From an optimization exercise on the open Yosys and OpenROAD flow, aimed at small area, a short achievable clock period and few clock cycles per item; shortcuts taken in it are not production practice.
At most, simulation tests tie the RTL to the original design; equivalence was not proved.
Function not checked in run 1: the RTL went through the layout flow alone.

==> flow/design.v, too long to show whole: its modules and the start of the top module <==
// module melendez_mult: 581 lines
// module mm_fa: 6 lines
// module mm_fa1: 6 lines
// module mm_ha: 6 lines
// module mm_add: 397 lines
// module mm_pg: 6 lines
// module mm_inv: 5 lines
// module mm_blackp: 6 lines
// module mm_grayp: 5 lines
// module mm_blackn: 6 lines
// module mm_grayn: 5 lines
module melendez_mult (rst, clk, multiplier, multiplicand, product, done);
  // ...
==> flow/flow/run.sh <==
#!/bin/bash
set -euo pipefail
export BUFFER_PORTS_ARGS="-buffer_cell sky130_fd_sc_hd__buf_2"
bash standard.sh > standard_flow.log 2>&1
==> flow/standard.sh <==
#!/bin/bash
# synth_recipe.tcl (not shown) runs the flow's synth.tcl, then flattens the netlist and writes it again
# the make line also repeats each setting of config.mk as NAME=value (left out here)
make -C /OpenROAD-flow-scripts/flow DESIGN_CONFIG=/design/flow/config.mk WORK_HOME=/design/flow/orfs CLKGATE_MAP_FILE= SYNTH_SCRIPT=/design/flow/synth_recipe.tcl "${@:-finish}"
==> flow/config.mk <==
export PLATFORM = sky130hd
export DESIGN_NAME = melendez_mult
export DESIGN_NICKNAME = melendez_mult
export VERILOG_FILES = /design/flow/design.v
export SDC_FILE = /design/flow/constraint.sdc
export NUM_CORES = 4
export LEC_CHECK = 0
export CAP_MARGIN = 20
export CORE_MARGIN = 2
export CORE_UTILIZATION = 40
export SETUP_SLACK_MARGIN = 1.25
export SLEW_MARGIN = 20
export SYNTH_HIERARCHICAL = 1
export SYNTH_MINIMUM_KEEP_SIZE = 0
==> flow/constraint.sdc <==
create_clock -name core_clock -period 5.0 [get_ports {clk}]
set_input_delay 1.0000 -clock core_clock [delete_from_list [all_inputs] [get_ports {clk}]]
set_output_delay 1.0000 -clock core_clock [all_outputs]
set_load 0.01 [all_outputs]
==> impl_metrics.yaml, run 1 <==
timing:
  period_share: 0.761
  layout_setup_ws_ns: 1.19
  fin_setup_tns_ns: 0
  slew_headroom: 0.363
  clock_skew_ns: 0.0171
global_route:
  grt-ovfl-total: 0
  busiest_layer: "met2"
cells_and_area:
  drive_gt1_frac: 0.353
  area_growth_syn_to_layout_pct: 23.0
  num-multi-input-gates: 940
  mostFrequentLayoutCell: "fa_1"
  multi_input_area_share: 0.604
  clock_buffers: 18
  final_util: 0.496
drt:
  drc: 0
  dr_wl_met2_um: 22000
  drt-met1-wl_um: 18300
placed_design:
  numPortBuffers: 130
yosys:
  seq_area_frac_synth: 0.259
  ys_warn_count: 7
  synth-edff-count: 107
  synth_common_cells: "133 x fa_1, 107 x edfxtp_1, 101 x a222oi_1, 93 x o211ai_1, 93 x or3_1"
  synth_xor_area_frac: 0.0541
worst_setup_path:
  rr_startpoint: "first_q$_DFF_P_"
  cp-start-kind: "input pin"
status:
  outcome: "finished clean"
clocking:
  insertion_delay_ns: 0.43
  cts_tree: "built"
==> module melendez_mult, before the edit <==
module melendez_mult (rst, clk, multiplier, multiplicand, product, done);
  input rst, clk;
  input [31:0] multiplier, multiplicand;
  output [63:0] product;
  output done;
  reg [1:0] cnt;                
  reg done_q;                   
  reg first_q;                  
  reg [8:0] dig_q;              
  reg [34:0] s_q, c_q;       
  reg [7:0] pa_q, pb_q;         
  reg neg3_q;                   
  reg [23:0] lo_q;              
  assign done = done_q;
  wire [8:0] dig = first_q ? {multiplier[8:1], 1'b0} : dig_q;
  reg [8:0] dig_next;
  always @(*)
    case (cnt)
      2'd0: dig_next = multiplier[16:8];
      2'd1: dig_next = multiplier[24:16];
      2'd2: dig_next = {1'b0, multiplier[31:24]};
      default: dig_next = 9'd0;
    endcase
  wire [3:0] one, two, neg, negn;
  wire [32:0] a_ext = {1'b0, multiplicand};
  wire [32:0] a_sh = {multiplicand, 1'b0};
  assign one[0] = dig[1] ^ dig[0];
  assign two[0] = (dig[2] & ~dig[1] & ~dig[0]) | (~dig[2] & dig[1] & dig[0]);
  assign neg[0] = dig[2];
  assign negn[0] = ~dig[2];
  assign one[1] = dig[3] ^ dig[2];
  assign two[1] = (dig[4] & ~dig[3] & ~dig[2]) | (~dig[4] & dig[3] & dig[2]);
  assign neg[1] = dig[4];
  assign negn[1] = ~dig[4];
  assign one[2] = dig[5] ^ dig[4];
  assign two[2] = (dig[6] & ~dig[5] & ~dig[4]) | (~dig[6] & dig[5] & dig[4]);
  assign neg[2] = dig[6];
  assign negn[2] = ~dig[6];
  assign one[3] = dig[7] ^ dig[6];
  assign two[3] = (dig[8] & ~dig[7] & ~dig[6]) | (~dig[8] & dig[7] & dig[6]);
  assign neg[3] = dig[8];
  assign negn[3] = ~dig[8];
  wire [32:0] pp0 = ((a_ext & {33{one[0]}}) | (a_sh & {33{two[0]}})) ^ {33{neg[0]}};
  wire [32:0] pp1 = ((a_ext & {33{one[1]}}) | (a_sh & {33{two[1]}})) ^ {33{neg[1]}};
  wire [32:0] pp2 = ((a_ext & {33{one[2]}}) | (a_sh & {33{two[2]}})) ^ {33{neg[2]}};
  wire [32:0] pp3 = ((a_ext & {33{one[3]}}) | (a_sh & {33{two[3]}})) ^ {33{neg[3]}};
  wire [34:0] s_init = {1'b1, 2'b00, multiplicand & {32{multiplier[0]}}};
  wire [34:0] s_in = first_q ? s_init : {1'b0, 1'b1, s_q[32], s_q[31], s_q[30], s_q[29], s_q[28], s_q[27], s_q[26], s_q[25], s_q[24], s_q[23], s_q[22], s_q[21], s_q[20], s_q[19], s_q[18], s_q[17], s_q[16], s_q[15], s_q[14], s_q[13], s_q[12], s_q[11], s_q[10], s_q[9], s_q[8], s_q[7], s_q[6], s_q[5], s_q[4], s_q[3], s_q[2], s_q[1], s_q[0]};
  wire [34:0] c_in = {1'b0, 1'b0, c_q[32], c_q[31], c_q[30], c_q[29], c_q[28], c_q[27], c_q[26], c_q[25], c_q[24], c_q[23], c_q[22], c_q[21], c_q[20], c_q[19], c_q[18], c_q[17], c_q[16], c_q[15], c_q[14], c_q[13], c_q[12], c_q[11], c_q[10], c_q[9], c_q[8], c_q[7], c_q[6], c_q[5], c_q[4], c_q[3], c_q[2], c_q[1], c_q[0]} & {35{~first_q}};
  wire [9:0] lo_sum = {pa_q[7], pa_q[6], pa_q[5], pa_q[4], pa_q[3], pa_q[2], pa_q[1], pa_q[0]} + {pb_q[7], pb_q[6], pb_q[5], pb_q[4], pb_q[3], pb_q[2], pb_q[1], pb_q[0]} + {neg3_q, 7'd0};
  wire [1:0] lcin = lo_sum[9:8] & {2{~first_q}};
  wire hs1;
  wire hc2;
  wire hs3;
  wire hc4;
  wire hs5;
  wire hc6;
  wire fs7;
  wire fc8;
  wire hs9;
  wire hc10;
  wire fs11;
  wire fc12;
  wire hs13;
  wire hc14;
  wire fs15;
  wire fc16;
  wire fs17;
  wire fc18;
  wire fs19;
  wire fc20;
  wire fs21;
  wire fc22;
  wire fs23;
  wire fc24;
  wire fs25;
  wire fc26;
  wire fs27;
  wire fc28;
  wire fs29;
  wire fc30;
  wire fs31;
  wire fc32;
  wire fs33;
  wire fc34;
  wire fs35;
  wire fc36;
  wire fs37;
  wire fc38;
  wire fs39;
  wire fc40;
  wire fs41;
  wire fc42;
  wire fs43;
  wire fc44;
  wire fs45;
  wire fc46;
  wire fs47;
  wire fc48;
  wire fs49;
  wire fc50;
  wire fs51;
  wire fc52;
  wire fs53;
  wire fc54;
  wire fs55;
  wire fc56;
  wire fs57;
  wire fc58;
  wire fs59;
  wire fc60;
  wire fs61;
  wire fc62;
  wire fs63;
  wire fc64;
  wire fs65;
  wire fc66;
  wire fs67;
  wire fc68;
  wire fs69;
  wire fc70;
  wire fs71;
  wire fc72;
  wire fs73;
  wire fc74;
  wire fs75;
  wire fc76;
  wire fs77;
  wire fc78;
  wire fs79;
  wire fc80;
  wire fs81;
  wire fc82;
  wire fs83;
  wire fc84;
  wire fs85;
  wire fc86;
  wire fs87;
  wire fc88;
  wire fs89;
  wire fc90;
  wire fs91;
  wire fc92;
  wire fs93;
  wire fc94;
  wire fs95;
  wire fc96;
  wire fs97;
  wire fc98;
  wire fs99;
  wire fc100;
  wire fs101;
  wire fc102;
  wire fs103;
  wire fc104;
  wire fs105;
  wire fc106;
  wire fs107;
  wire fc108;
  wire fs109;
  wire fc110;
  wire fs111;
  wire fc112;
  wire fs113;
  wire fc114;
  wire fs115;
  wire fc116;
  wire fs117;
  wire fc118;
  wire fs119;
  wire fc120;
  wire fs121;
  wire fc122;
  wire fs123;
  wire fc124;
  wire fs125;
  wire fc126;
  wire fs127;
  wire fc128;
  wire hs129;
  wire hc130;
  wire fs131;
  wire fc132;
  wire fs133;
  wire fc134;
  wire fs135;
  wire fc136;
  wire fs137;
  wire fc138;
  wire fs139;
  wire fc140;
  wire fs141;
  wire fc142;
  wire fs143;
  wire fc144;
  wire fs145;
  wire fc146;
  wire fs147;
  wire fc148;
  wire fs149;
  wire fc150;
  wire fs151;
  wire fc152;
  wire fs153;
  wire fc154;
  wire fs155;
  wire fc156;
  wire fs157;
  wire fc158;
  wire fs159;
  wire fc160;
  wire fs161;
  wire fc162;
  wire fs163;
  wire fc164;
  wire fs165;
  wire fc166;
  wire fs167;
  wire fc168;
  wire fs169;
  wire fc170;
  wire fs171;
  wire fc172;
  wire fs173;
  wire fc174;
  wire fs175;
  wire fc176;
  wire fs177;
  wire fc178;
  wire fs179;
  wire fc180;
  wire fs181;
  wire fc182;
  wire fs183;
  wire fc184;
  wire fs185;
  wire fc186;
  wire fs187;
  wire fc188;
  wire fs189;
  wire fc190;
  wire fs191;
  wire fc192;
  wire fs193;
  wire fc194;
  wire fs195;
  wire fc196;
  wire fs197;
  wire fc198;
  wire fs199;
  wire fc200;
  wire hs201;
  wire hs203;
  wire hc204;
  wire fs205;
  wire fc206;
  wire fs207;
  wire fc208;
  wire fs209;
  wire fc210;
  wire fs211;
  wire fc212;
  wire fs213;
  wire fc214;
  wire fs215;
  wire fc216;
  wire fs217;
  wire fc218;
  wire fs219;
  wire fc220;
  wire fs221;
  wire fc222;
  wire fs223;
  wire fc224;
  wire fs225;
  wire fc226;
  wire fs227;
  wire fc228;
  wire fs229;
  wire fc230;
  wire fs231;
  wire fc232;
  wire fs233;
  wire fc234;
  wire fs235;
  wire fc236;
  wire fs237;
  wire fc238;
  wire fs239;
  wire fc240;
  wire fs241;
  wire fc242;
  wire fs243;
  wire fc244;
  wire fs245;
  wire fc246;
  wire fs247;
  wire fc248;
  wire fs249;
  wire fc250;
  wire fs251;
  wire fc252;
  wire fs253;
  wire fc254;
  wire fs255;
  wire fc256;
  wire fs257;
  wire fc258;
  wire fs259;
  wire fc260;
  wire fs261;
  wire fc262;
  wire fs263;
  wire fc264;
  wire fs265;
  wire fc266;
  wire fs267;
  wire fc268;
  wire fs269;
  wire fc270;
  wire fs271;
  wire fc272;
  wire fs273;
  wire fc274;
  wire fs275;
  wire fc276;
  wire fs277;
  wire fc278;
  wire fs279;
  wire fc280;
  wire hs281;
  mm_ha u_hs1 (.a(s_in[1]), .b(c_in[1]), .s(hs1), .co(hc2));
  mm_ha u_hs3 (.a(s_in[3]), .b(c_in[3]), .s(hs3), .co(hc4));
  mm_ha u_hs5 (.a(s_in[4]), .b(c_in[4]), .s(hs5), .co(hc6));
  mm_fa u_fs7 (.a(s_in[5]), .b(c_in[5]), .c(pp0[4]), .s(fs7), .co(fc8));
  mm_ha u_hs9 (.a(pp1[2]), .b(pp2[0]), .s(hs9), .co(hc10));
  mm_fa u_fs11 (.a(s_in[6]), .b(c_in[6]), .c(pp0[5]), .s(fs11), .co(fc12));
  mm_ha u_hs13 (.a(pp1[3]), .b(pp2[1]), .s(hs13), .co(hc14));
  mm_fa u_fs15 (.a(s_in[7]), .b(c_in[7]), .c(pp0[6]), .s(fs15), .co(fc16));
  mm_fa u_fs17 (.a(pp1[4]), .b(pp2[2]), .c(pp3[0]), .s(fs17), .co(fc18));
  mm_fa u_fs19 (.a(s_in[8]), .b(c_in[8]), .c(pp0[7]), .s(fs19), .co(fc20));
  mm_fa u_fs21 (.a(pp1[5]), .b(pp2[3]), .c(pp3[1]), .s(fs21), .co(fc22));
  mm_fa u_fs23 (.a(s_in[9]), .b(c_in[9]), .c(pp0[8]), .s(fs23), .co(fc24));
  mm_fa u_fs25 (.a(pp1[6]), .b(pp2[4]), .c(pp3[2]), .s(fs25), .co(fc26));
  mm_fa u_fs27 (.a(s_in[10]), .b(c_in[10]), .c(pp0[9]), .s(fs27), .co(fc28));
  mm_fa u_fs29 (.a(pp1[7]), .b(pp2[5]), .c(pp3[3]), .s(fs29), .co(fc30));
  mm_fa u_fs31 (.a(s_in[11]), .b(c_in[11]), .c(pp0[10]), .s(fs31), .co(fc32));
  mm_fa u_fs33 (.a(pp1[8]), .b(pp2[6]), .c(pp3[4]), .s(fs33), .co(fc34));
  mm_fa u_fs35 (.a(s_in[12]), .b(c_in[12]), .c(pp0[11]), .s(fs35), .co(fc36));
  mm_fa u_fs37 (.a(pp1[9]), .b(pp2[7]), .c(pp3[5]), .s(fs37), .co(fc38));
  mm_fa u_fs39 (.a(s_in[13]), .b(c_in[13]), .c(pp0[12]), .s(fs39), .co(fc40));
  mm_fa u_fs41 (.a(pp1[10]), .b(pp2[8]), .c(pp3[6]), .s(fs41), .co(fc42));
  mm_fa u_fs43 (.a(s_in[14]), .b(c_in[14]), .c(pp0[13]), .s(fs43), .co(fc44));
  mm_fa u_fs45 (.a(pp1[11]), .b(pp2[9]), .c(pp3[7]), .s(fs45), .co(fc46));
  mm_fa u_fs47 (.a(s_in[15]), .b(c_in[15]), .c(pp0[14]), .s(fs47), .co(fc48));
  mm_fa u_fs49 (.a(pp1[12]), .b(pp2[10]), .c(pp3[8]), .s(fs49), .co(fc50));
  mm_fa u_fs51 (.a(s_in[16]), .b(c_in[16]), .c(pp0[15]), .s(fs51), .co(fc52));
  mm_fa u_fs53 (.a(pp1[13]), .b(pp2[11]), .c(pp3[9]), .s(fs53), .co(fc54));
  mm_fa u_fs55 (.a(s_in[17]), .b(c_in[17]), .c(pp0[16]), .s(fs55), .co(fc56));
  mm_fa u_fs57 (.a(pp1[14]), .b(pp2[12]), .c(pp3[10]), .s(fs57), .co(fc58));
  mm_fa u_fs59 (.a(s_in[18]), .b(c_in[18]), .c(pp0[17]), .s(fs59), .co(fc60));
  mm_fa u_fs61 (.a(pp1[15]), .b(pp2[13]), .c(pp3[11]), .s(fs61), .co(fc62));
  mm_fa u_fs63 (.a(s_in[19]), .b(c_in[19]), .c(pp0[18]), .s(fs63), .co(fc64));
  mm_fa u_fs65 (.a(pp1[16]), .b(pp2[14]), .c(pp3[12]), .s(fs65), .co(fc66));
  mm_fa u_fs67 (.a(s_in[20]), .b(c_in[20]), .c(pp0[19]), .s(fs67), .co(fc68));
  mm_fa u_fs69 (.a(pp1[17]), .b(pp2[15]), .c(pp3[13]), .s(fs69), .co(fc70));
  mm_fa u_fs71 (.a(s_in[21]), .b(c_in[21]), .c(pp0[20]), .s(fs71), .co(fc72));
  mm_fa u_fs73 (.a(pp1[18]), .b(pp2[16]), .c(pp3[14]), .s(fs73), .co(fc74));
  mm_fa u_fs75 (.a(s_in[22]), .b(c_in[22]), .c(pp0[21]), .s(fs75), .co(fc76));
  mm_fa u_fs77 (.a(pp1[19]), .b(pp2[17]), .c(pp3[15]), .s(fs77), .co(fc78));
  mm_fa u_fs79 (.a(s_in[23]), .b(c_in[23]), .c(pp0[22]), .s(fs79), .co(fc80));
  mm_fa u_fs81 (.a(pp1[20]), .b(pp2[18]), .c(pp3[16]), .s(fs81), .co(fc82));
  mm_fa u_fs83 (.a(s_in[24]), .b(c_in[24]), .c(pp0[23]), .s(fs83), .co(fc84));
  mm_fa u_fs85 (.a(pp1[21]), .b(pp2[19]), .c(pp3[17]), .s(fs85), .co(fc86));
  mm_fa u_fs87 (.a(s_in[25]), .b(c_in[25]), .c(pp0[24]), .s(fs87), .co(fc88));
  mm_fa u_fs89 (.a(pp1[22]), .b(pp2[20]), .c(pp3[18]), .s(fs89), .co(fc90));
  mm_fa u_fs91 (.a(s_in[26]), .b(c_in[26]), .c(pp0[25]), .s(fs91), .co(fc92));
  mm_fa u_fs93 (.a(pp1[23]), .b(pp2[21]), .c(pp3[19]), .s(fs93), .co(fc94));
  mm_fa u_fs95 (.a(s_in[27]), .b(c_in[27]), .c(pp0[26]), .s(fs95), .co(fc96));
  mm_fa u_fs97 (.a(pp1[24]), .b(pp2[22]), .c(pp3[20]), .s(fs97), .co(fc98));
  mm_fa u_fs99 (.a(s_in[28]), .b(c_in[28]), .c(pp0[27]), .s(fs99), .co(fc100));
  mm_fa u_fs101 (.a(pp1[25]), .b(pp2[23]), .c(pp3[21]), .s(fs101), .co(fc102));
  mm_fa u_fs103 (.a(s_in[29]), .b(c_in[29]), .c(pp0[28]), .s(fs103), .co(fc104));
  mm_fa u_fs105 (.a(pp1[26]), .b(pp2[24]), .c(pp3[22]), .s(fs105), .co(fc106));
  mm_fa u_fs107 (.a(s_in[30]), .b(c_in[30]), .c(pp0[29]), .s(fs107), .co(fc108));
  mm_fa u_fs109 (.a(pp1[27]), .b(pp2[25]), .c(pp3[23]), .s(fs109), .co(fc110));
  mm_fa u_fs111 (.a(s_in[31]), .b(c_in[31]), .c(pp0[30]), .s(fs111), .co(fc112));
  mm_fa u_fs113 (.a(pp1[28]), .b(pp2[26]), .c(pp3[24]), .s(fs113), .co(fc114));
  mm_fa u_fs115 (.a(s_in[32]), .b(c_in[32]), .c(pp0[31]), .s(fs115), .co(fc116));
  mm_fa u_fs117 (.a(pp1[29]), .b(pp2[27]), .c(pp3[25]), .s(fs117), .co(fc118));
  mm_fa u_fs119 (.a(s_in[33]), .b(c_in[33]), .c(pp0[32]), .s(fs119), .co(fc120));
  mm_fa u_fs121 (.a(pp1[30]), .b(pp2[28]), .c(pp3[26]), .s(fs121), .co(fc122));
  mm_fa u_fs123 (.a(s_in[34]), .b(c_in[34]), .c(negn[0]), .s(fs123), .co(fc124));
  mm_fa u_fs125 (.a(pp1[31]), .b(pp2[29]), .c(pp3[27]), .s(fs125), .co(fc126));
  mm_fa1 u_fs127 (.a(pp1[32]), .b(pp2[30]), .s(fs127), .co(fc128));
  mm_ha u_hs129 (.a(pp0[0]), .b(neg[0]), .s(hs129), .co(hc130));
  mm_fa u_fs131 (.a(s_in[2]), .b(c_in[2]), .c(pp0[1]), .s(fs131), .co(fc132));
  mm_fa u_fs133 (.a(pp0[2]), .b(pp1[0]), .c(neg[1]), .s(fs133), .co(fc134));
  mm_fa u_fs135 (.a(pp0[3]), .b(pp1[1]), .c(hs5), .s(fs135), .co(fc136));
  mm_fa u_fs137 (.a(neg[2]), .b(fs7), .c(hs9), .s(fs137), .co(fc138));
  mm_fa u_fs139 (.a(fs11), .b(hs13), .c(fc8), .s(fs139), .co(fc140));
  mm_fa u_fs141 (.a(fs15), .b(fs17), .c(fc12), .s(fs141), .co(fc142));
  mm_fa u_fs143 (.a(fs19), .b(fs21), .c(fc16), .s(fs143), .co(fc144));
  mm_fa u_fs145 (.a(fs23), .b(fs25), .c(fc20), .s(fs145), .co(fc146));
  mm_fa u_fs147 (.a(fs27), .b(fs29), .c(fc24), .s(fs147), .co(fc148));
  mm_fa u_fs149 (.a(fs31), .b(fs33), .c(fc28), .s(fs149), .co(fc150));
  mm_fa u_fs151 (.a(fs35), .b(fs37), .c(fc32), .s(fs151), .co(fc152));
  mm_fa u_fs153 (.a(fs39), .b(fs41), .c(fc36), .s(fs153), .co(fc154));
  mm_fa u_fs155 (.a(fs43), .b(fs45), .c(fc40), .s(fs155), .co(fc156));
  mm_fa u_fs157 (.a(fs47), .b(fs49), .c(fc44), .s(fs157), .co(fc158));
  mm_fa u_fs159 (.a(fs51), .b(fs53), .c(fc48), .s(fs159), .co(fc160));
  mm_fa u_fs161 (.a(fs55), .b(fs57), .c(fc52), .s(fs161), .co(fc162));
  mm_fa u_fs163 (.a(fs59), .b(fs61), .c(fc56), .s(fs163), .co(fc164));
  mm_fa u_fs165 (.a(fs63), .b(fs65), .c(fc60), .s(fs165), .co(fc166));
  mm_fa u_fs167 (.a(fs67), .b(fs69), .c(fc64), .s(fs167), .co(fc168));
  mm_fa u_fs169 (.a(fs71), .b(fs73), .c(fc68), .s(fs169), .co(fc170));
  mm_fa u_fs171 (.a(fs75), .b(fs77), .c(fc72), .s(fs171), .co(fc172));
  mm_fa u_fs173 (.a(fs79), .b(fs81), .c(fc76), .s(fs173), .co(fc174));
  mm_fa u_fs175 (.a(fs83), .b(fs85), .c(fc80), .s(fs175), .co(fc176));
  mm_fa u_fs177 (.a(fs87), .b(fs89), .c(fc84), .s(fs177), .co(fc178));
  mm_fa u_fs179 (.a(fs91), .b(fs93), .c(fc88), .s(fs179), .co(fc180));
  mm_fa u_fs181 (.a(fs95), .b(fs97), .c(fc92), .s(fs181), .co(fc182));
  mm_fa u_fs183 (.a(fs99), .b(fs101), .c(fc96), .s(fs183), .co(fc184));
  mm_fa u_fs185 (.a(fs103), .b(fs105), .c(fc100), .s(fs185), .co(fc186));
  mm_fa u_fs187 (.a(fs107), .b(fs109), .c(fc104), .s(fs187), .co(fc188));
  mm_fa u_fs189 (.a(fs111), .b(fs113), .c(fc108), .s(fs189), .co(fc190));
  mm_fa u_fs191 (.a(fs115), .b(fs117), .c(fc112), .s(fs191), .co(fc192));
  mm_fa u_fs193 (.a(fs119), .b(fs121), .c(fc116), .s(fs193), .co(fc194));
  mm_fa u_fs195 (.a(fs123), .b(fs125), .c(fc120), .s(fs195), .co(fc196));
  mm_fa u_fs197 (.a(pp3[28]), .b(fs127), .c(fc124), .s(fs197), .co(fc198));
  mm_fa u_fs199 (.a(negn[1]), .b(pp2[31]), .c(pp3[29]), .s(fs199), .co(fc200));
  assign hs201 = ~pp2[32];
  mm_ha u_hs203 (.a(s_in[0]), .b(c_in[0]), .s(hs203), .co(hc204));
  mm_fa u_fs205 (.a(lcin[1]), .b(hs1), .c(hs129), .s(fs205), .co(fc206));
  mm_fa u_fs207 (.a(hc2), .b(fs131), .c(hc130), .s(fs207), .co(fc208));
  mm_fa u_fs209 (.a(hs3), .b(fs133), .c(fc132), .s(fs209), .co(fc210));
  mm_fa u_fs211 (.a(hc4), .b(fs135), .c(fc134), .s(fs211), .co(fc212));
  mm_fa u_fs213 (.a(hc6), .b(fs137), .c(fc136), .s(fs213), .co(fc214));
  mm_fa u_fs215 (.a(hc10), .b(fs139), .c(fc138), .s(fs215), .co(fc216));
  mm_fa u_fs217 (.a(hc14), .b(fs141), .c(fc140), .s(fs217), .co(fc218));
  mm_fa u_fs219 (.a(fc18), .b(fs143), .c(fc142), .s(fs219), .co(fc220));
  mm_fa u_fs221 (.a(fc22), .b(fs145), .c(fc144), .s(fs221), .co(fc222));
  mm_fa u_fs223 (.a(fc26), .b(fs147), .c(fc146), .s(fs223), .co(fc224));
  mm_fa u_fs225 (.a(fc30), .b(fs149), .c(fc148), .s(fs225), .co(fc226));
  mm_fa u_fs227 (.a(fc34), .b(fs151), .c(fc150), .s(fs227), .co(fc228));
  mm_fa u_fs229 (.a(fc38), .b(fs153), .c(fc152), .s(fs229), .co(fc230));
  mm_fa u_fs231 (.a(fc42), .b(fs155), .c(fc154), .s(fs231), .co(fc232));
  mm_fa u_fs233 (.a(fc46), .b(fs157), .c(fc156), .s(fs233), .co(fc234));
  mm_fa u_fs235 (.a(fc50), .b(fs159), .c(fc158), .s(fs235), .co(fc236));
  mm_fa u_fs237 (.a(fc54), .b(fs161), .c(fc160), .s(fs237), .co(fc238));
  mm_fa u_fs239 (.a(fc58), .b(fs163), .c(fc162), .s(fs239), .co(fc240));
  mm_fa u_fs241 (.a(fc62), .b(fs165), .c(fc164), .s(fs241), .co(fc242));
  mm_fa u_fs243 (.a(fc66), .b(fs167), .c(fc166), .s(fs243), .co(fc244));
  mm_fa u_fs245 (.a(fc70), .b(fs169), .c(fc168), .s(fs245), .co(fc246));
  mm_fa u_fs247 (.a(fc74), .b(fs171), .c(fc170), .s(fs247), .co(fc248));
  mm_fa u_fs249 (.a(fc78), .b(fs173), .c(fc172), .s(fs249), .co(fc250));
  mm_fa u_fs251 (.a(fc82), .b(fs175), .c(fc174), .s(fs251), .co(fc252));
  mm_fa u_fs253 (.a(fc86), .b(fs177), .c(fc176), .s(fs253), .co(fc254));
  mm_fa u_fs255 (.a(fc90), .b(fs179), .c(fc178), .s(fs255), .co(fc256));
  mm_fa u_fs257 (.a(fc94), .b(fs181), .c(fc180), .s(fs257), .co(fc258));
  mm_fa u_fs259 (.a(fc98), .b(fs183), .c(fc182), .s(fs259), .co(fc260));
  mm_fa u_fs261 (.a(fc102), .b(fs185), .c(fc184), .s(fs261), .co(fc262));
  mm_fa u_fs263 (.a(fc106), .b(fs187), .c(fc186), .s(fs263), .co(fc264));
  mm_fa u_fs265 (.a(fc110), .b(fs189), .c(fc188), .s(fs265), .co(fc266));
  mm_fa u_fs267 (.a(fc114), .b(fs191), .c(fc190), .s(fs267), .co(fc268));
  mm_fa u_fs269 (.a(fc118), .b(fs193), .c(fc192), .s(fs269), .co(fc270));
  mm_fa u_fs271 (.a(fc122), .b(fs195), .c(fc194), .s(fs271), .co(fc272));
  mm_fa u_fs273 (.a(fc126), .b(fs197), .c(fc196), .s(fs273), .co(fc274));
  mm_fa u_fs275 (.a(fc128), .b(fs199), .c(fc198), .s(fs275), .co(fc276));
  mm_fa u_fs277 (.a(pp3[30]), .b(hs201), .c(fc200), .s(fs277), .co(fc278));
  mm_fa u_fs279 (.a(negn[2]), .b(pp3[31]), .c(pp2[32]), .s(fs279), .co(fc280));
  assign hs281 = ~pp3[32];
  wire [39:0] hi_a = {s_q[31], s_q[30], s_q[29], s_q[28], s_q[27], s_q[26], s_q[25], s_q[24], s_q[23], s_q[22], s_q[21], s_q[20], s_q[19], s_q[18], s_q[17], s_q[16], s_q[15], s_q[14], s_q[13], s_q[12], s_q[11], s_q[10], s_q[9], s_q[8], s_q[7], s_q[6], s_q[5], s_q[4], s_q[3], s_q[2], s_q[1], s_q[0], {pa_q[7], pa_q[6], pa_q[5], pa_q[4], pa_q[3], pa_q[2], pa_q[1], pa_q[0]}};
  wire [39:0] hi_b = {c_q[31], c_q[30], c_q[29], c_q[28], c_q[27], c_q[26], c_q[25], c_q[24], c_q[23], c_q[22], c_q[21], c_q[20], c_q[19], c_q[18], c_q[17], c_q[16], c_q[15], c_q[14], c_q[13], c_q[12], c_q[11], c_q[10], c_q[9], c_q[8], c_q[7], c_q[6], c_q[5], c_q[4], c_q[3], c_q[2], c_q[1], c_q[0], {pb_q[7], pb_q[6], pb_q[5], pb_q[4], pb_q[3], pb_q[2], pb_q[1], pb_q[0]}};
  wire [39:0] hi_s;
  mm_add u_add (.a(hi_a), .b(hi_b), .ci(1'b0), .s(hi_s));
  assign product = {hi_s, lo_q};
  always @(posedge clk) begin
    first_q <= rst;
    dig_q <= dig_next;
    if (rst) begin
      cnt <= 2'd0;
      done_q <= 1'b0;
    end else if (!done_q) begin
      cnt <= cnt + 2'd1;
      done_q <= (cnt == 2'd3);
    end
  end
  always @(posedge clk)
    if (!done_q) begin
      s_q[0] <= fs219;
      c_q[0] <= fc218;
      s_q[1] <= fs221;
      c_q[1] <= fc220;
      s_q[2] <= fs223;
      c_q[2] <= fc222;
      s_q[3] <= fs225;
      c_q[3] <= fc224;
      s_q[4] <= fs227;
      c_q[4] <= fc226;
      s_q[5] <= fs229;
      c_q[5] <= fc228;
      s_q[6] <= fs231;
      c_q[6] <= fc230;
      s_q[7] <= fs233;
      c_q[7] <= fc232;
      s_q[8] <= fs235;
      c_q[8] <= fc234;
      s_q[9] <= fs237;
      c_q[9] <= fc236;
      s_q[10] <= fs239;
      c_q[10] <= fc238;
      s_q[11] <= fs241;
      c_q[11] <= fc240;
      s_q[12] <= fs243;
      c_q[12] <= fc242;
      s_q[13] <= fs245;
      c_q[13] <= fc244;
      s_q[14] <= fs247;
      c_q[14] <= fc246;
      s_q[15] <= fs249;
      c_q[15] <= fc248;
      s_q[16] <= fs251;
      c_q[16] <= fc250;
      s_q[17] <= fs253;
      c_q[17] <= fc252;
      s_q[18] <= fs255;
      c_q[18] <= fc254;
      s_q[19] <= fs257;
      c_q[19] <= fc256;
      s_q[20] <= fs259;
      c_q[20] <= fc258;
      s_q[21] <= fs261;
      c_q[21] <= fc260;
      s_q[22] <= fs263;
      c_q[22] <= fc262;
      s_q[23] <= fs265;
      c_q[23] <= fc264;
      s_q[24] <= fs267;
      c_q[24] <= fc266;
      s_q[25] <= fs269;
      c_q[25] <= fc268;
      s_q[26] <= fs271;
      c_q[26] <= fc270;
      s_q[27] <= fs273;
      c_q[27] <= fc272;
      s_q[28] <= fs275;
      c_q[28] <= fc274;
      s_q[29] <= fs277;
      c_q[29] <= fc276;
      s_q[30] <= fs279;
      c_q[30] <= fc278;
      s_q[31] <= hs281;
      c_q[31] <= fc280;
      s_q[32] <= negn[3];
      c_q[32] <= pp3[32];
      pa_q[0] <= lcin[0];
      pb_q[0] <= hs203;
      pa_q[1] <= fs205;
      pb_q[1] <= hc204;
      pa_q[2] <= fs207;
      pb_q[2] <= fc206;
      pa_q[3] <= fs209;
      pb_q[3] <= fc208;
      pa_q[4] <= fs211;
      pb_q[4] <= fc210;
      pa_q[5] <= fs213;
      pb_q[5] <= fc212;
      pa_q[6] <= fs215;
      pb_q[6] <= fc214;
      pa_q[7] <= fs217;
      pb_q[7] <= fc216;
      neg3_q <= neg[3];
      case (cnt)
        2'd1: lo_q[7:0] <= lo_sum[7:0];
        2'd2: lo_q[15:8] <= lo_sum[7:0];
        2'd3: lo_q[23:16] <= lo_sum[7:0];
        default: ;
      endcase
    end
endmodule
==> run 2, diff against run 1 <==
--- a/flow/design.v
+++ b/flow/design.v
@@ -2,17 +2,18 @@
   input rst, clk;
   input [31:0] multiplier, multiplicand;
   output [63:0] product;
   output done;
   reg [1:0] cnt;                
   reg done_q;                   
   reg first_q;                  
   reg [8:0] dig_q;              
-  reg [34:0] s_q, c_q;       
+  reg [32:0] s_q;           
+  reg [32:0] c_q;           
   reg [7:0] pa_q, pb_q;         
   reg neg3_q;                   
   reg [23:0] lo_q;              
   assign done = done_q;
   wire [8:0] dig = first_q ? {multiplier[8:1], 1'b0} : dig_q;
   reg [8:0] dig_next;
   always @(*)
     case (cnt)
@@ -35,24 +36,156 @@
   assign one[2] = dig[5] ^ dig[4];
   assign two[2] = (dig[6] & ~dig[5] & ~dig[4]) | (~dig[6] & dig[5] & dig[4]);
   assign neg[2] = dig[6];
   assign negn[2] = ~dig[6];
   assign one[3] = dig[7] ^ dig[6];
   assign two[3] = (dig[8] & ~dig[7] & ~dig[6]) | (~dig[8] & dig[7] & dig[6]);
   assign neg[3] = dig[8];
   assign negn[3] = ~dig[8];
-  wire [32:0] pp0 = ((a_ext & {33{one[0]}}) | (a_sh & {33{two[0]}})) ^ {33{neg[0]}};
-  wire [32:0] pp1 = ((a_ext & {33{one[1]}}) | (a_sh & {33{two[1]}})) ^ {33{neg[1]}};
-  wire [32:0] pp2 = ((a_ext & {33{one[2]}}) | (a_sh & {33{two[2]}})) ^ {33{neg[2]}};
-  wire [32:0] pp3 = ((a_ext & {33{one[3]}}) | (a_sh & {33{two[3]}})) ^ {33{neg[3]}};
+  wire [32:0] pp0;
+  mm_bsel u_bs0_0 (.one(one[0]), .two(two[0]), .neg(neg[0]), .a(a_ext[0]), .a1(a_sh[0]), .p(pp0[0]));
+  mm_bsel u_bs0_1 (.one(one[0]), .two(two[0]), .neg(neg[0]), .a(a_ext[1]), .a1(a_sh[1]), .p(pp0[1]));
+  mm_bsel u_bs0_2 (.one(one[0]), .two(two[0]), .neg(neg[0]), .a(a_ext[2]), .a1(a_sh[2]), .p(pp0[2]));
+  mm_bsel u_bs0_3 (.one(one[0]), .two(two[0]), .neg(neg[0]), .a(a_ext[3]), .a1(a_sh[3]), .p(pp0[3]));
+  mm_bsel u_bs0_4 (.one(one[0]), .two(two[0]), .neg(neg[0]), .a(a_ext[4]), .a1(a_sh[4]), .p(pp0[4]));
+  mm_bsel u_bs0_5 (.one(one[0]), .two(two[0]), .neg(neg[0]), .a(a_ext[5]), .a1(a_sh[5]), .p(pp0[5]));
+  mm_bsel u_bs0_6 (.one(one[0]), .two(two[0]), .neg(neg[0]), .a(a_ext[6]), .a1(a_sh[6]), .p(pp0[6]));
+  mm_bsel u_bs0_7 (.one(one[0]), .two(two[0]), .neg(neg[0]), .a(a_ext[7]), .a1(a_sh[7]), .p(pp0[7]));
+  mm_bsel u_bs0_8 (.one(one[0]), .two(two[0]), .neg(neg[0]), .a(a_ext[8]), .a1(a_sh[8]), .p(pp0[8]));
+  mm_bsel u_bs0_9 (.one(one[0]), .two(two[0]), .neg(neg[0]), .a(a_ext[9]), .a1(a_sh[9]), .p(pp0[9]));
+  mm_bsel u_bs0_10 (.one(one[0]), .two(two[0]), .neg(neg[0]), .a(a_ext[10]), .a1(a_sh[10]), .p(pp0[10]));
+  mm_bsel u_bs0_11 (.one(one[0]), .two(two[0]), .neg(neg[0]), .a(a_ext[11]), .a1(a_sh[11]), .p(pp0[11]));
+  mm_bsel u_bs0_12 (.one(one[0]), .two(two[0]), .neg(neg[0]), .a(a_ext[12]), .a1(a_sh[12]), .p(pp0[12]));
+  mm_bsel u_bs0_13 (.one(one[0]), .two(two[0]), .neg(neg[0]), .a(a_ext[13]), .a1(a_sh[13]), .p(pp0[13]));
+  mm_bsel u_bs0_14 (.one(one[0]), .two(two[0]), .neg(neg[0]), .a(a_ext[14]), .a1(a_sh[14]), .p(pp0[14]));
+  mm_bsel u_bs0_15 (.one(one[0]), .two(two[0]), .neg(neg[0]), .a(a_ext[15]), .a1(a_sh[15]), .p(pp0[15]));
+  mm_bsel u_bs0_16 (.one(one[0]), .two(two[0]), .neg(neg[0]), .a(a_ext[16]), .a1(a_sh[16]), .p(pp0[16]));
+  mm_bsel u_bs0_17 (.one(one[0]), .two(two[0]), .neg(neg[0]), .a(a_ext[17]), .a1(a_sh[17]), .p(pp0[17]));
+  mm_bsel u_bs0_18 (.one(one[0]), .two(two[0]), .neg(neg[0]), .a(a_ext[18]), .a1(a_sh[18]), .p(pp0[18]));
+  mm_bsel u_bs0_19 (.one(one[0]), .two(two[0]), .neg(neg[0]), .a(a_ext[19]), .a1(a_sh[19]), .p(pp0[19]));
+  mm_bsel u_bs0_20 (.one(one[0]), .two(two[0]), .neg(neg[0]), .a(a_ext[20]), .a1(a_sh[20]), .p(pp0[20]));
+  mm_bsel u_bs0_21 (.one(one[0]), .two(two[0]), .neg(neg[0]), .a(a_ext[21]), .a1(a_sh[21]), .p(pp0[21]));
+  mm_bsel u_bs0_22 (.one(one[0]), .two(two[0]), .neg(neg[0]), .a(a_ext[22]), .a1(a_sh[22]), .p(pp0[22]));
+  mm_bsel u_bs0_23 (.one(one[0]), .two(two[0]), .neg(neg[0]), .a(a_ext[23]), .a1(a_sh[23]), .p(pp0[23]));
+  mm_bsel u_bs0_24 (.one(one[0]), .two(two[0]), .neg(neg[0]), .a(a_ext[24]), .a1(a_sh[24]), .p(pp0[24]));
+  mm_bsel u_bs0_25 (.one(one[0]), .two(two[0]), .neg(neg[0]), .a(a_ext[25]), .a1(a_sh[25]), .p(pp0[25]));
+  mm_bsel u_bs0_26 (.one(one[0]), .two(two[0]), .neg(neg[0]), .a(a_ext[26]), .a1(a_sh[26]), .p(pp0[26]));
+  mm_bsel u_bs0_27 (.one(one[0]), .two(two[0]), .neg(neg[0]), .a(a_ext[27]), .a1(a_sh[27]), .p(pp0[27]));
+  mm_bsel u_bs0_28 (.one(one[0]), .two(two[0]), .neg(neg[0]), .a(a_ext[28]), .a1(a_sh[28]), .p(pp0[28]));
+  mm_bsel u_bs0_29 (.one(one[0]), .two(two[0]), .neg(neg[0]), .a(a_ext[29]), .a1(a_sh[29]), .p(pp0[29]));
+  mm_bsel u_bs0_30 (.one(one[0]), .two(two[0]), .neg(neg[0]), .a(a_ext[30]), .a1(a_sh[30]), .p(pp0[30]));
+  mm_bsel u_bs0_31 (.one(one[0]), .two(two[0]), .neg(neg[0]), .a(a_ext[31]), .a1(a_sh[31]), .p(pp0[31]));
+  mm_bsel u_bs0_32 (.one(one[0]), .two(two[0]), .neg(neg[0]), .a(a_ext[32]), .a1(a_sh[32]), .p(pp0[32]));
+  wire [32:0] pp1;
+  mm_bsel u_bs1_0 (.one(one[1]), .two(two[1]), .neg(neg[1]), .a(a_ext[0]), .a1(a_sh[0]), .p(pp1[0]));
+  mm_bsel u_bs1_1 (.one(one[1]), .two(two[1]), .neg(neg[1]), .a(a_ext[1]), .a1(a_sh[1]), .p(pp1[1]));
+  mm_bsel u_bs1_2 (.one(one[1]), .two(two[1]), .neg(neg[1]), .a(a_ext[2]), .a1(a_sh[2]), .p(pp1[2]));
+  mm_bsel u_bs1_3 (.one(one[1]), .two(two[1]), .neg(neg[1]), .a(a_ext[3]), .a1(a_sh[3]), .p(pp1[3]));
+  mm_bsel u_bs1_4 (.one(one[1]), .two(two[1]), .neg(neg[1]), .a(a_ext[4]), .a1(a_sh[4]), .p(pp1[4]));
+  mm_bsel u_bs1_5 (.one(one[1]), .two(two[1]), .neg(neg[1]), .a(a_ext[5]), .a1(a_sh[5]), .p(pp1[5]));
+  mm_bsel u_bs1_6 (.one(one[1]), .two(two[1]), .neg(neg[1]), .a(a_ext[6]), .a1(a_sh[6]), .p(pp1[6]));
+  mm_bsel u_bs1_7 (.one(one[1]), .two(two[1]), .neg(neg[1]), .a(a_ext[7]), .a1(a_sh[7]), .p(pp1[7]));
+  mm_bsel u_bs1_8 (.one(one[1]), .two(two[1]), .neg(neg[1]), .a(a_ext[8]), .a1(a_sh[8]), .p(pp1[8]));
+  mm_bsel u_bs1_9 (.one(one[1]), .two(two[1]), .neg(neg[1]), .a(a_ext[9]), .a1(a_sh[9]), .p(pp1[9]));
+  mm_bsel u_bs1_10 (.one(one[1]), .two(two[1]), .neg(neg[1]), .a(a_ext[10]), .a1(a_sh[10]), .p(pp1[10]));
+  mm_bsel u_bs1_11 (.one(one[1]), .two(two[1]), .neg(neg[1]), .a(a_ext[11]), .a1(a_sh[11]), .p(pp1[11]));
+  mm_bsel u_bs1_12 (.one(one[1]), .two(two[1]), .neg(neg[1]), .a(a_ext[12]), .a1(a_sh[12]), .p(pp1[12]));
+  mm_bsel u_bs1_13 (.one(one[1]), .two(two[1]), .neg(neg[1]), .a(a_ext[13]), .a1(a_sh[13]), .p(pp1[13]));
+  mm_bsel u_bs1_14 (.one(one[1]), .two(two[1]), .neg(neg[1]), .a(a_ext[14]), .a1(a_sh[14]), .p(pp1[14]));
+  mm_bsel u_bs1_15 (.one(one[1]), .two(two[1]), .neg(neg[1]), .a(a_ext[15]), .a1(a_sh[15]), .p(pp1[15]));
+  mm_bsel u_bs1_16 (.one(one[1]), .two(two[1]), .neg(neg[1]), .a(a_ext[16]), .a1(a_sh[16]), .p(pp1[16]));
+  mm_bsel u_bs1_17 (.one(one[1]), .two(two[1]), .neg(neg[1]), .a(a_ext[17]), .a1(a_sh[17]), .p(pp1[17]));
+  mm_bsel u_bs1_18 (.one(one[1]), .two(two[1]), .neg(neg[1]), .a(a_ext[18]), .a1(a_sh[18]), .p(pp1[18]));
+  mm_bsel u_bs1_19 (.one(one[1]), .two(two[1]), .neg(neg[1]), .a(a_ext[19]), .a1(a_sh[19]), .p(pp1[19]));
+  mm_bsel u_bs1_20 (.one(one[1]), .two(two[1]), .neg(neg[1]), .a(a_ext[20]), .a1(a_sh[20]), .p(pp1[20]));
+  mm_bsel u_bs1_21 (.one(one[1]), .two(two[1]), .neg(neg[1]), .a(a_ext[21]), .a1(a_sh[21]), .p(pp1[21]));
+  mm_bsel u_bs1_22 (.one(one[1]), .two(two[1]), .neg(neg[1]), .a(a_ext[22]), .a1(a_sh[22]), .p(pp1[22]));
+  mm_bsel u_bs1_23 (.one(one[1]), .two(two[1]), .neg(neg[1]), .a(a_ext[23]), .a1(a_sh[23]), .p(pp1[23]));
+  mm_bsel u_bs1_24 (.one(one[1]), .two(two[1]), .neg(neg[1]), .a(a_ext[24]), .a1(a_sh[24]), .p(pp1[24]));
+  mm_bsel u_bs1_25 (.one(one[1]), .two(two[1]), .neg(neg[1]), .a(a_ext[25]), .a1(a_sh[25]), .p(pp1[25]));
+  mm_bsel u_bs1_26 (.one(one[1]), .two(two[1]), .neg(neg[1]), .a(a_ext[26]), .a1(a_sh[26]), .p(pp1[26]));
+  mm_bsel u_bs1_27 (.one(one[1]), .two(two[1]), .neg(neg[1]), .a(a_ext[27]), .a1(a_sh[27]), .p(pp1[27]));
+  mm_bsel u_bs1_28 (.one(one[1]), .two(two[1]), .neg(neg[1]), .a(a_ext[28]), .a1(a_sh[28]), .p(pp1[28]));
+  mm_bsel u_bs1_29 (.one(one[1]), .two(two[1]), .neg(neg[1]), .a(a_ext[29]), .a1(a_sh[29]), .p(pp1[29]));
+  mm_bsel u_bs1_30 (.one(one[1]), .two(two[1]), .neg(neg[1]), .a(a_ext[30]), .a1(a_sh[30]), .p(pp1[30]));
+  mm_bsel u_bs1_31 (.one(one[1]), .two(two[1]), .neg(neg[1]), .a(a_ext[31]), .a1(a_sh[31]), .p(pp1[31]));
+  mm_bsel u_bs1_32 (.one(one[1]), .two(two[1]), .neg(neg[1]), .a(a_ext[32]), .a1(a_sh[32]), .p(pp1[32]));
+  wire [32:0] pp2;
+  mm_bsel u_bs2_0 (.one(one[2]), .two(two[2]), .neg(neg[2]), .a(a_ext[0]), .a1(a_sh[0]), .p(pp2[0]));
+  mm_bsel u_bs2_1 (.one(one[2]), .two(two[2]), .neg(neg[2]), .a(a_ext[1]), .a1(a_sh[1]), .p(pp2[1]));
+  mm_bsel u_bs2_2 (.one(one[2]), .two(two[2]), .neg(neg[2]), .a(a_ext[2]), .a1(a_sh[2]), .p(pp2[2]));
+  mm_bsel u_bs2_3 (.one(one[2]), .two(two[2]), .neg(neg[2]), .a(a_ext[3]), .a1(a_sh[3]), .p(pp2[3]));
+  mm_bsel u_bs2_4 (.one(one[2]), .two(two[2]), .neg(neg[2]), .a(a_ext[4]), .a1(a_sh[4]), .p(pp2[4]));
+  mm_bsel u_bs2_5 (.one(one[2]), .two(two[2]), .neg(neg[2]), .a(a_ext[5]), .a1(a_sh[5]), .p(pp2[5]));
+  mm_bsel u_bs2_6 (.one(one[2]), .two(two[2]), .neg(neg[2]), .a(a_ext[6]), .a1(a_sh[6]), .p(pp2[6]));
+  mm_bsel u_bs2_7 (.one(one[2]), .two(two[2]), .neg(neg[2]), .a(a_ext[7]), .a1(a_sh[7]), .p(pp2[7]));
+  mm_bsel u_bs2_8 (.one(one[2]), .two(two[2]), .neg(neg[2]), .a(a_ext[8]), .a1(a_sh[8]), .p(pp2[8]));
+  mm_bsel u_bs2_9 (.one(one[2]), .two(two[2]), .neg(neg[2]), .a(a_ext[9]), .a1(a_sh[9]), .p(pp2[9]));
+  mm_bsel u_bs2_10 (.one(one[2]), .two(two[2]), .neg(neg[2]), .a(a_ext[10]), .a1(a_sh[10]), .p(pp2[10]));
+  mm_bsel u_bs2_11 (.one(one[2]), .two(two[2]), .neg(neg[2]), .a(a_ext[11]), .a1(a_sh[11]), .p(pp2[11]));
+  mm_bsel u_bs2_12 (.one(one[2]), .two(two[2]), .neg(neg[2]), .a(a_ext[12]), .a1(a_sh[12]), .p(pp2[12]));
+  mm_bsel u_bs2_13 (.one(one[2]), .two(two[2]), .neg(neg[2]), .a(a_ext[13]), .a1(a_sh[13]), .p(pp2[13]));
+  mm_bsel u_bs2_14 (.one(one[2]), .two(two[2]), .neg(neg[2]), .a(a_ext[14]), .a1(a_sh[14]), .p(pp2[14]));
+  mm_bsel u_bs2_15 (.one(one[2]), .two(two[2]), .neg(neg[2]), .a(a_ext[15]), .a1(a_sh[15]), .p(pp2[15]));
+  mm_bsel u_bs2_16 (.one(one[2]), .two(two[2]), .neg(neg[2]), .a(a_ext[16]), .a1(a_sh[16]), .p(pp2[16]));
+  mm_bsel u_bs2_17 (.one(one[2]), .two(two[2]), .neg(neg[2]), .a(a_ext[17]), .a1(a_sh[17]), .p(pp2[17]));
+  mm_bsel u_bs2_18 (.one(one[2]), .two(two[2]), .neg(neg[2]), .a(a_ext[18]), .a1(a_sh[18]), .p(pp2[18]));
+  mm_bsel u_bs2_19 (.one(one[2]), .two(two[2]), .neg(neg[2]), .a(a_ext[19]), .a1(a_sh[19]), .p(pp2[19]));
+  mm_bsel u_bs2_20 (.one(one[2]), .two(two[2]), .neg(neg[2]), .a(a_ext[20]), .a1(a_sh[20]), .p(pp2[20]));
+  mm_bsel u_bs2_21 (.one(one[2]), .two(two[2]), .neg(neg[2]), .a(a_ext[21]), .a1(a_sh[21]), .p(pp2[21]));
+  mm_bsel u_bs2_22 (.one(one[2]), .two(two[2]), .neg(neg[2]), .a(a_ext[22]), .a1(a_sh[22]), .p(pp2[22]));
+  mm_bsel u_bs2_23 (.one(one[2]), .two(two[2]), .neg(neg[2]), .a(a_ext[23]), .a1(a_sh[23]), .p(pp2[23]));
+  mm_bsel u_bs2_24 (.one(one[2]), .two(two[2]), .neg(neg[2]), .a(a_ext[24]), .a1(a_sh[24]), .p(pp2[24]));
+  mm_bsel u_bs2_25 (.one(one[2]), .two(two[2]), .neg(neg[2]), .a(a_ext[25]), .a1(a_sh[25]), .p(pp2[25]));
+  mm_bsel u_bs2_26 (.one(one[2]), .two(two[2]), .neg(neg[2]), .a(a_ext[26]), .a1(a_sh[26]), .p(pp2[26]));
+  mm_bsel u_bs2_27 (.one(one[2]), .two(two[2]), .neg(neg[2]), .a(a_ext[27]), .a1(a_sh[27]), .p(pp2[27]));
+  mm_bsel u_bs2_28 (.one(one[2]), .two(two[2]), .neg(neg[2]), .a(a_ext[28]), .a1(a_sh[28]), .p(pp2[28]));
+  mm_bsel u_bs2_29 (.one(one[2]), .two(two[2]), .neg(neg[2]), .a(a_ext[29]), .a1(a_sh[29]), .p(pp2[29]));
+  mm_bsel u_bs2_30 (.one(one[2]), .two(two[2]), .neg(neg[2]), .a(a_ext[30]), .a1(a_sh[30]), .p(pp2[30]));
+  mm_bsel u_bs2_31 (.one(one[2]), .two(two[2]), .neg(neg[2]), .a(a_ext[31]), .a1(a_sh[31]), .p(pp2[31]));
+  mm_bsel u_bs2_32 (.one(one[2]), .two(two[2]), .neg(neg[2]), .a(a_ext[32]), .a1(a_sh[32]), .p(pp2[32]));
+  wire [32:0] pp3;
+  mm_bsel u_bs3_0 (.one(one[3]), .two(two[3]), .neg(neg[3]), .a(a_ext[0]), .a1(a_sh[0]), .p(pp3[0]));
+  mm_bsel u_bs3_1 (.one(one[3]), .two(two[3]), .neg(neg[3]), .a(a_ext[1]), .a1(a_sh[1]), .p(pp3[1]));
+  mm_bsel u_bs3_2 (.one(one[3]), .two(two[3]), .neg(neg[3]), .a(a_ext[2]), .a1(a_sh[2]), .p(pp3[2]));
+  mm_bsel u_bs3_3 (.one(one[3]), .two(two[3]), .neg(neg[3]), .a(a_ext[3]), .a1(a_sh[3]), .p(pp3[3]));
+  mm_bsel u_bs3_4 (.one(one[3]), .two(two[3]), .neg(neg[3]), .a(a_ext[4]), .a1(a_sh[4]), .p(pp3[4]));
+  mm_bsel u_bs3_5 (.one(one[3]), .two(two[3]), .neg(neg[3]), .a(a_ext[5]), .a1(a_sh[5]), .p(pp3[5]));
+  mm_bsel u_bs3_6 (.one(one[3]), .two(two[3]), .neg(neg[3]), .a(a_ext[6]), .a1(a_sh[6]), .p(pp3[6]));
+  mm_bsel u_bs3_7 (.one(one[3]), .two(two[3]), .neg(neg[3]), .a(a_ext[7]), .a1(a_sh[7]), .p(pp3[7]));
+  mm_bsel u_bs3_8 (.one(one[3]), .two(two[3]), .neg(neg[3]), .a(a_ext[8]), .a1(a_sh[8]), .p(pp3[8]));
+  mm_bsel u_bs3_9 (.one(one[3]), .two(two[3]), .neg(neg[3]), .a(a_ext[9]), .a1(a_sh[9]), .p(pp3[9]));
+  mm_bsel u_bs3_10 (.one(one[3]), .two(two[3]), .neg(neg[3]), .a(a_ext[10]), .a1(a_sh[10]), .p(pp3[10]));
+  mm_bsel u_bs3_11 (.one(one[3]), .two(two[3]), .neg(neg[3]), .a(a_ext[11]), .a1(a_sh[11]), .p(pp3[11]));
+  mm_bsel u_bs3_12 (.one(one[3]), .two(two[3]), .neg(neg[3]), .a(a_ext[12]), .a1(a_sh[12]), .p(pp3[12]));
+  mm_bsel u_bs3_13 (.one(one[3]), .two(two[3]), .neg(neg[3]), .a(a_ext[13]), .a1(a_sh[13]), .p(pp3[13]));
+  mm_bsel u_bs3_14 (.one(one[3]), .two(two[3]), .neg(neg[3]), .a(a_ext[14]), .a1(a_sh[14]), .p(pp3[14]));
+  mm_bsel u_bs3_15 (.one(one[3]), .two(two[3]), .neg(neg[3]), .a(a_ext[15]), .a1(a_sh[15]), .p(pp3[15]));
+  mm_bsel u_bs3_16 (.one(one[3]), .two(two[3]), .neg(neg[3]), .a(a_ext[16]), .a1(a_sh[16]), .p(pp3[16]));
+  mm_bsel u_bs3_17 (.one(one[3]), .two(two[3]), .neg(neg[3]), .a(a_ext[17]), .a1(a_sh[17]), .p(pp3[17]));
+  mm_bsel u_bs3_18 (.one(one[3]), .two(two[3]), .neg(neg[3]), .a(a_ext[18]), .a1(a_sh[18]), .p(pp3[18]));
+  mm_bsel u_bs3_19 (.one(one[3]), .two(two[3]), .neg(neg[3]), .a(a_ext[19]), .a1(a_sh[19]), .p(pp3[19]));
+  mm_bsel u_bs3_20 (.one(one[3]), .two(two[3]), .neg(neg[3]), .a(a_ext[20]), .a1(a_sh[20]), .p(pp3[20]));
+  mm_bsel u_bs3_21 (.one(one[3]), .two(two[3]), .neg(neg[3]), .a(a_ext[21]), .a1(a_sh[21]), .p(pp3[21]));
+  mm_bsel u_bs3_22 (.one(one[3]), .two(two[3]), .neg(neg[3]), .a(a_ext[22]), .a1(a_sh[22]), .p(pp3[22]));
+  mm_bsel u_bs3_23 (.one(one[3]), .two(two[3]), .neg(neg[3]), .a(a_ext[23]), .a1(a_sh[23]), .p(pp3[23]));
+  mm_bsel u_bs3_24 (.one(one[3]), .two(two[3]), .neg(neg[3]), .a(a_ext[24]), .a1(a_sh[24]), .p(pp3[24]));
+  mm_bsel u_bs3_25 (.one(one[3]), .two(two[3]), .neg(neg[3]), .a(a_ext[25]), .a1(a_sh[25]), .p(pp3[25]));
+  mm_bsel u_bs3_26 (.one(one[3]), .two(two[3]), .neg(neg[3]), .a(a_ext[26]), .a1(a_sh[26]), .p(pp3[26]));
+  mm_bsel u_bs3_27 (.one(one[3]), .two(two[3]), .neg(neg[3]), .a(a_ext[27]), .a1(a_sh[27]), .p(pp3[27]));
+  mm_bsel u_bs3_28 (.one(one[3]), .two(two[3]), .neg(neg[3]), .a(a_ext[28]), .a1(a_sh[28]), .p(pp3[28]));
+  mm_bsel u_bs3_29 (.one(one[3]), .two(two[3]), .neg(neg[3]), .a(a_ext[29]), .a1(a_sh[29]), .p(pp3[29]));
+  mm_bsel u_bs3_30 (.one(one[3]), .two(two[3]), .neg(neg[3]), .a(a_ext[30]), .a1(a_sh[30]), .p(pp3[30]));
+  mm_bsel u_bs3_31 (.one(one[3]), .two(two[3]), .neg(neg[3]), .a(a_ext[31]), .a1(a_sh[31]), .p(pp3[31]));
+  mm_bsel u_bs3_32 (.one(one[3]), .two(two[3]), .neg(neg[3]), .a(a_ext[32]), .a1(a_sh[32]), .p(pp3[32]));
   wire [34:0] s_init = {1'b1, 2'b00, multiplicand & {32{multiplier[0]}}};
   wire [34:0] s_in = first_q ? s_init : {1'b0, 1'b1, s_q[32], s_q[31], s_q[30], s_q[29], s_q[28], s_q[27], s_q[26], s_q[25], s_q[24], s_q[23], s_q[22], s_q[21], s_q[20], s_q[19], s_q[18], s_q[17], s_q[16], s_q[15], s_q[14], s_q[13], s_q[12], s_q[11], s_q[10], s_q[9], s_q[8], s_q[7], s_q[6], s_q[5], s_q[4], s_q[3], s_q[2], s_q[1], s_q[0]};
   wire [34:0] c_in = {1'b0, 1'b0, c_q[32], c_q[31], c_q[30], c_q[29], c_q[28], c_q[27], c_q[26], c_q[25], c_q[24], c_q[23], c_q[22], c_q[21], c_q[20], c_q[19], c_q[18], c_q[17], c_q[16], c_q[15], c_q[14], c_q[13], c_q[12], c_q[11], c_q[10], c_q[9], c_q[8], c_q[7], c_q[6], c_q[5], c_q[4], c_q[3], c_q[2], c_q[1], c_q[0]} & {35{~first_q}};
-  wire [9:0] lo_sum = {pa_q[7], pa_q[6], pa_q[5], pa_q[4], pa_q[3], pa_q[2], pa_q[1], pa_q[0]} + {pb_q[7], pb_q[6], pb_q[5], pb_q[4], pb_q[3], pb_q[2], pb_q[1], pb_q[0]} + {neg3_q, 7'd0};
+  wire [9:0] lo_sum = {2'b00, {pa_q[7], pa_q[6], pa_q[5], pa_q[4], pa_q[3], pa_q[2], pa_q[1], pa_q[0]}} + {2'b00, {pb_q[7], pb_q[6], pb_q[5], pb_q[4], pb_q[3], pb_q[2], pb_q[1], pb_q[0]}} + {2'b00, neg3_q, 7'd0};
   wire [1:0] lcin = lo_sum[9:8] & {2{~first_q}};
   wire hs1;
   wire hc2;
   wire hs3;
   wire hc4;
   wire hs5;
   wire hc6;
   wire fs7;
@@ -586,16 +719,21 @@
   assign co = (a & b) | (a & c) | (b & c);
 endmodule
 module mm_fa1 (a, b, s, co);
   input a, b;
   output s, co;
   assign s = ~(a ^ b);
   assign co = a | b;
 endmodule
+module mm_bsel (one, two, neg, a, a1, p);
+  input one, two, neg, a, a1;
+  output p;
+  assign p = ((one & a) | (two & a1)) ^ neg;
+endmodule
 module mm_ha (a, b, s, co);
   input a, b;
   output s, co;
   assign s = a ^ b;
   assign co = a & b;
 endmodule
 module mm_add (a, b, ci, s);
   input [39:0] a, b;
@@ -946,18 +1084,16 @@
   wire gx117;
   mm_grayp u_g117 (.gh(g0[31]), .ph(p0[31]), .gl(iv116), .g(gx117));
   wire gx118;
   mm_grayp u_g118 (.gh(g0[33]), .ph(p0[33]), .gl(gx90), .g(gx118));
   wire gx119;
   mm_grayp u_g119 (.gh(g0[35]), .ph(p0[35]), .gl(gx91), .g(gx119));
   wire gx120;
   mm_grayp u_g120 (.gh(g0[37]), .ph(p0[37]), .gl(gx92), .g(gx120));
-  wire gx121;
-  mm_grayp u_g121 (.gh(g0[39]), .ph(p0[39]), .gl(gx93), .g(gx121));
   assign s[0] = p0[0] ^ ci;
   assign s[1] = ~(p0[1] ^ gx1);
   assign s[2] = ~(p0[2] ^ gx94);
   assign s[3] = p0[3] ^ gx21;
   assign s[4] = ~(p0[4] ^ gx95);
   assign s[5] = ~(p0[5] ^ gx41);
   assign s[6] = ~(p0[6] ^ gx96);
   assign s[7] = ~(p0[7] ^ gx42);
==> run 2 against run 1 <==
Compared with the run above:
- global-route usage shrank 2.2 points
- still clean on timing, DRC and antenna
- clock skew shrank 0.0061 ns
- flip-flop and latch count unchanged
- die area shrank 6.2%
- final cell count fell by 10%
- critical endpoint is now product[58]
==> impl_metrics.yaml, run 2 <==
status:
  outcome: "finished clean"
hold_path:
  whs_endpoint: "cnt[1]$_SDFFE_PP0N_"
  min_path_cells: 2
  hp-start: "cnt[1]$_SDFFE_PP0N_"
  hold_path.class: "flip-flop to flip-flop"
yosys:
  ys_seq_elements: 120
  async_flop_share: 0
  muxShareOfSynthArea: 0.00755
  yosys.area_share.simple: 0.0518
  post-synth-top-count-cell: "xnor2_1"
  synthAdderAreaFrac: 0.277
  synth_cell_types: 39
  synth_common_cells: "171 x xnor2_1, 133 x fa_1, 132 x a22oi_2, 107 x edfxtp_1, 69 x a21oi_2"
  synth_flop_cell: "edfxtp_1"
  yosys.area.top_type: "edfxtp_1"
  synth.area.top_cells: "edfxtp_1 26%, fa_1 21%, a22oi_2 13%"
  ys_warn_count: 7
  synthCells: 1004
  syn_area_sq_um: 12600
  synth_compound_area_frac: 0.245
  syn_avg_cell_area_sq_um: 12.5
  synth_xor_area_frac: 0.127
  synth-edff-count: 107
  yosys.area.top_type_share: 0.255
  synth_top_family_by_area: "adder cells"
  seq_area_frac_synth: 0.276
worst_setup_path:
  crit_path_end_kind: "primary output"
  worst-endpoint-arrival_ns: 2.73
  reg2reg_to: "s_q[22]$_DFFE_PN_"
  cpPeakStageDelay_ns: 0.42
  cp_cell_sequence: "ha_1 > nand2_2 > nor2_2 > nand2_1 > nor2_2 > nand2_1 > o21ai_4 > a21oi_2 > xnor2_2 > buf_2"
  cp_max_fo: 3
  reg2regPathDepth: 11
  rrSetupSlack_ns: 1.32
  rr_startpoint: "first_q$_DFF_P_"
  crit_start: "pa_q[7]$_DFFE_PN_"
  critPathRequiredTime_ns: 4.00
  cp-start-kind: "flip-flop"
  criticalPathCategory: "flip-flop to primary output"
  crit_slowest_cell: "edfxtp_1"
drt:
  via_count: 9217
  vias_per_cell: 5.67
  antenna_left: 0
  dr_wl_met2_um: 19600
  wl_per_cell_um: 23.9
  finalWirelength_um: 38900
  drt-met1-wl_um: 16900
  top_layer_used: "met4"
  drt_pass1_iterations: 5
  drc: 0
  routed-wl-met3_um: 1790
  dr.first_iter.drc_count: 721
placed_design:
  hpwlAfterDp_um: 27000
  gp_congestion: 0.845
  dp_cells: 1546
  dpl_cell_area_sq_um: 14100
  numPortBuffers: 130
clocking:
  cts_max_level: 4
  cts_hold_buf: 0
  cts.path.max_buffers: 2
  root_buffer: "clkbuf_16"
  insertion_delay_ns: 0.43
  cts-buffers-inserted: 17
  clk_pin_slew_worst_paths_ns: 0.06
  cts_tree: "built"
  cts.sinks: 120
cells_and_area:
  insertedDiodeCount: 0
  top_regs: "c_q (33), s_q (33), lo_q (24)"
  final_cell_area_sq_um: 16300
  final_cell_mix: "148 x xnor2_1, 132 x a22oi_2, 129 x buf_2"
  drive_gt1_frac: 0.484
  fillCellCount: 2664
  mostFrequentLayoutCell: "xnor2_1"
  fin_nets: 1483
  final_util: 0.530
  instances_no_fill: 1627
  area_growth_syn_to_layout_pct: 29.4
die:
  rows: 64
  dieWidth_um: 181
  dieArea_sq_um: 32900
  die_h_um: 181
  core_sq_um: 30700
  io_pins: 131
  start_util: 0.409
timing:
  max_freq_mhz: 268
  setup_violations: 0
  rsz0062_at_grt: "true"
  worst_pin_slew_ns: 0.860
  report.final.hold_viol_count: 0
  fin_crit_ns: 3.73
  drv_slew: 0
  period_share: 0.746
  hold_slack_ns: 0.557
  clock_skew_ns: 0.0111
  slew_headroom: 0.426
global_route:
  grt_pass1_wl_um: 56900
  track_usage: 0.229
  grt_antenna_before_repair: 0
  grt_pass1_vias: 9476
  grt_max_degree: 45
  grt-ovfl-total: 0
job:
  cap_violations: 0
[run 2: logic make-up (layout without fill, tap and decap cells)]
group / after synthesis / in the layout
and+or+nand+nor: 140 / 140
DFF: 120 / 120
xor gates and xnor gates: 182 / 182
muxes: 7 / 7
adders and majority gates: 199 / 199
AOI/OAI and AO/OA: 305 / 305
buffers and inverters: 50 / 266
other: 1 / 12
[run 2: metrics by stage]
step           setup TNS (ns)  setup slack, ns
2_1_floorplan           -1.32          -0.0473
3_3_place_gp                0            0.590
3_5_place_dp                0            0.540
4_1_cts                     0             1.21
5_1_grt                     0             1.19
6_report                    0             1.27
[run 2: per-module statistics from Yosys (local to each module, per instance)]
module,copies in the design,flops+latches,cell area (sq um),cells inside
melendez_mult,1,120,4970,328
mm_add,1,0,350,40
mm_blackn,30,0,12.5,2
mm_blackp,39,0,12.5,2
mm_bsel,132,0,21.3,2
mm_fa,131,0,20.0,1
mm_fa1,1,0,27.5,5
mm_grayn,9,0,5.00,1
mm_grayp,30,0,8.76,1
mm_ha,7,0,12.5,1
mm_inv,12,0,3.75,1
mm_pg,40,0,12.5,1
[run 2: repair_timing]
item	in CTS	in global routing
gates cloned	1	10
setup buffers	16	22
gates resized for setup	67	103
pin swaps	12	36
endpoints found under the setup margin	76	49
[run 2: cell type report]
| type | instances | area (sq um) | share of cell area |
|---|---|---|---|
| Clock inverter | 15 | 183 | 0.0112 |
| Timing Repair Buffer | 199 | 1500 | 0.0922 |
| Clock buffer | 17 | 425 | 0.0261 |
| Timing Repair inverter | 2 | 20.0 | 0.00123 |
| Sequential cell | 120 | 3480 | 0.213 |
| Inverter | 33 | 185 | 0.0114 |
| Tap cell | 396 | 495 | 0.0304 |
| Multi-Input combinational cell | 845 | 10000 | 0.614 |
[run 2: metal layers]
layer / global-route usage / vias up
li1: - / 4096
met1: 0.314 / 4811
met2: 0.391 / 272
met3: 0.0303 / 38
met4: 0.0465 / 0
met5: 0 / -
[run 2: worst max path at each step]
stage,to,cells after the start
5_1_grt,s_q[24]$_DFFE_PN_,11
6_report,product[58],10
3_5_place_dp,s_q[3]$_DFFE_PN_,12
4_1_cts,product[58],10
2_1_floorplan,s_q[0]$_DFFE_PN_,9
3_3_place_gp,pa_q[7]$_DFFE_PN_,12
[run 2: worst max-delay path: cells and delay by family (launching register included)]
family / cells / cell delay (ns)
xor gates and xnor gates: 1 / 0.19
adders and majority gates: 1 / 0.38
and+or+nand+nor: 5 / 0.74
buffers and inverters: 1 / 0.17
DFF: 1 / 0.42
AOI/OAI and AO/OA: 2 / 0.39
Testbench counts of run 2, summed over its fixed seeds: cycles 2,296, products 384.

## re-timing with driven ports
Ports are ideal in the flow. The routed layouts listed here were re-timed in OpenROAD.
Step 1 (the two cells are an assumption about what drives the block):
set clk [get_ports {clk}]
set_driving_cell -lib_cell sky130_fd_sc_hd__clkbuf_16 $clk
set_driving_cell -lib_cell sky130_fd_sc_hd__buf_2 [delete_from_list [all_inputs] $clk]
Step 2, shift: input delay + t, output delay - t, t = (earliest + latest rising clock arrival at the registers) / 2. This alone moves slack from input paths to output paths.
Three values: ideal, step 1, step 2; two values: the first two.
| run | t, ns | slack for setup (ns) | hold slack, ns | worst data-port slew with drivers (ns) |
|---|---|---|---|---|
| run 1 | 0.477 | 1.194 / 1.208 / 0.737 | 0.568 / 0.568 / 0.568 | 0.08 |
| run 2 | 0.480 | 1.272 / 1.221 / 0.815 | 0.557 / 0.557 / 0.557 | 0.07 |
After both steps every run listed still meets setup and hold.
